Background: an optimization exercise with open tools, aiming at small area and a short achievable clock period. Do not read the settings as production practice.
Only simulation tests tie the RTL to the original design; equivalence was not proved.

Setup of run 1:
## viterbi_data_forward
module viterbi_data_forward(
    input         clk,
    input         rst,
    input  [7:0]  LLR0,
    input  [7:0]  LLR1,
    input         data_in_v,
    output [63:0] back_info,
    output        back_info_v
);
localparam [63:0] ATAB = {
    2'd3, 2'd2, 2'd3, 2'd2, 2'd0, 2'd1, 2'd0, 2'd1,
    2'd0, 2'd1, 2'd0, 2'd1, 2'd3, 2'd2, 2'd3, 2'd2,
    2'd1, 2'd0, 2'd1, 2'd0, 2'd2, 2'd3, 2'd2, 2'd3,
    2'd2, 2'd3, 2'd2, 2'd3, 2'd1, 2'd0, 2'd1, 2'd0};
wire [8:0] p = {LLR0[7], LLR0} + {LLR1[7], LLR1} + 9'd256;
reg  [7:0] ra, rb, na, nb;
reg  [8:0] rp, np;
reg  [9:0] rq, rnq, rpp, rnp;    
reg  [9:0] iq, inq, ipp, inp;    
reg        v1, v2, clr;
always @(posedge clk) begin
    ra  <= LLR0;
    rb  <= LLR1;
    rp  <= p;
    na  <= ~LLR0;
    nb  <= ~LLR1;
    np  <= ~p;
    rq  <= {LLR0[7], LLR0[7], LLR0} - {LLR1[7], LLR1[7], LLR1};
    rnq <= {LLR1[7], LLR1[7], LLR1} - {LLR0[7], LLR0[7], LLR0};
    rpp <= {LLR0[7], LLR0[7], LLR0} + {LLR1[7], LLR1[7], LLR1};
    rnp <= -({LLR0[7], LLR0[7], LLR0} + {LLR1[7], LLR1[7], LLR1});
    iq  <= ~({LLR0[7], LLR0[7], LLR0} - {LLR1[7], LLR1[7], LLR1});
    inq <= ~({LLR1[7], LLR1[7], LLR1} - {LLR0[7], LLR0[7], LLR0});
    ipp <= ~({LLR0[7], LLR0[7], LLR0} + {LLR1[7], LLR1[7], LLR1});
    inp <= ~(-({LLR0[7], LLR0[7], LLR0} + {LLR1[7], LLR1[7], LLR1}));
    v1  <= data_in_v & ~rst;
    v2  <= v1 & ~rst;
    clr <= rst;
end
wire go   = v1;
wire hold = ~v1 & ~clr;
wire [8:0] bm [0:7];
assign bm[0] = 9'd256;
assign bm[1] = {~ra[7], ra[7], ra[6:0]};
assign bm[2] = {~rb[7], rb[7], rb[6:0]};
assign bm[3] = rp;
assign bm[4] = 9'd256;
assign bm[5] = ~{~na[7], na[7], na[6:0]};
assign bm[6] = ~{~nb[7], nb[7], nb[6:0]};
assign bm[7] = ~np;
wire [9:0] ee [0:7];
assign ee[0] = rnp;
assign ee[1] = rq;
assign ee[2] = rnq;
assign ee[3] = rpp;
assign ee[4] = ~inp;
assign ee[5] = ~iq;
assign ee[6] = ~inq;
assign ee[7] = ~ipp;
wire [11:0] m [0:63];
genvar i;
generate
    for (i = 0; i < 32; i = i + 1) begin : bf
  ...
export LEC_CHECK = 0
export CAP_MARGIN = 20
export CORE_MARGIN = 2
export CORE_UTILIZATION = 40
export CTS_BUF_LIST = sky130_fd_sc_hd__clkbuf_8
export CTS_CLUSTER_SIZE = 30
export SETUP_SLACK_MARGIN = 2.2
export SLEW_MARGIN = 20
create_clock -name core_clock -period 5.5 [get_ports {clk}]
run.sh (not shown) runs the stock make flow with config.mk's settings and CLKGATE_MAP_FILE= SYNTH_SCRIPT=/design/flow/synth_recipe.tcl, a recipe that flattens the netlist after the stock synthesis.
[inputs] run 2 vs run 1
- PLACE_DENSITY: unset -> 0.7
- CTS_BUF_LIST: sky130_fd_sc_hd__clkbuf_8 -> unset
- CORE_UTILIZATION: 40 -> 55
- CTS_CLUSTER_SIZE: 30 -> unset
- SETUP_SLACK_MARGIN: 2.2 -> 2.0
Run 2 vs run 1 — final critical path time including I/O delays and setup rose 0.072 ns.
Final cell area excluding filler cells: run 2 vs run 1 down about 5%
met3 capacity usage during global routing in run 2 is 9.4 points above run 1.
Run 2 vs run 1 — number of tap cells inserted dropped 1007.
Compared to run 1, the routing of run 2 uses more wire.
First-pass GRT wire length was higher in run 2 than in run 1.
Of the two values seen for critical path startpoint, rnq[1]$_DFF_P_ was produced by run 2 and bf[7].u.mu[6]$_DFF_P_ by run 1.
Non-clock buffer count went down by more than 10% going from run 1 to run 2.
Total instance count after detailed placement (run 2 over run 1): decrease, 998
[inputs] run 3 vs run 2
- changing CORE_UTILIZATION from 55 to 40
- removing PLACE_DENSITY (formerly 0.7)
Results
- Run 3: flow completed, timing, DRC and antenna clean
- Share of the final layout cell area in sequential cells essentially unchanged between run 3 and run 2.
- Where register-to-register slack is concerned, run 2 is outperformed by run 3.
- On setup slack: run 3 sits above run 2.
- Relative to run 2, worst slew margin relative to its limit increased by 2.1 points in run 3.
- Compared with run 2, run 3 shows clock period minus final worst setup slack lower by 0.070 ns.
- Against run 2 as the reference, run 3 delivers a lower part of the cycle the worst path needs.
- Design area of run 3 is on par with run 2.
- Higher maximum frequency was reported by run 3, not run 2.

re-timing with driven ports:
The results above use ideal ports. As a check the final layouts listed here were re-extracted and re-timed, cells and wires unchanged.
Step 1 sets driving cells, clkbuf_16 on the clock port and buf_2 on the other inputs (assumed; they add their load-dependent delay and slew).
Step 2, shift: input delay + t, output delay - t, t = (earliest + latest rising clock arrival at the registers) / 2. This alone moves slack from input paths to output paths.
Three values: ideal ports, drivers, drivers and shift; two values: the first two.
| run | t, ns | slack for setup (ns) | worst register clock-pin slew, ns |
|---|---|---|---|
| run 1 | 1.079 | 1.979 / 1.979 / 1.307 | 0.08 / 0.08 |
| run 2 | 0.928 | 1.907 / 1.906 / 1.138 | 0.07 / 0.07 |
| run 3 | 0.916 | 1.976 / 1.976 / 1.233 | 0.07 / 0.07 |
After both steps every run listed still meets setup and hold. For run 2, which loses most, drivers alone change the setup slack by -0.001 ns; drivers and shift together by -0.769 ns.
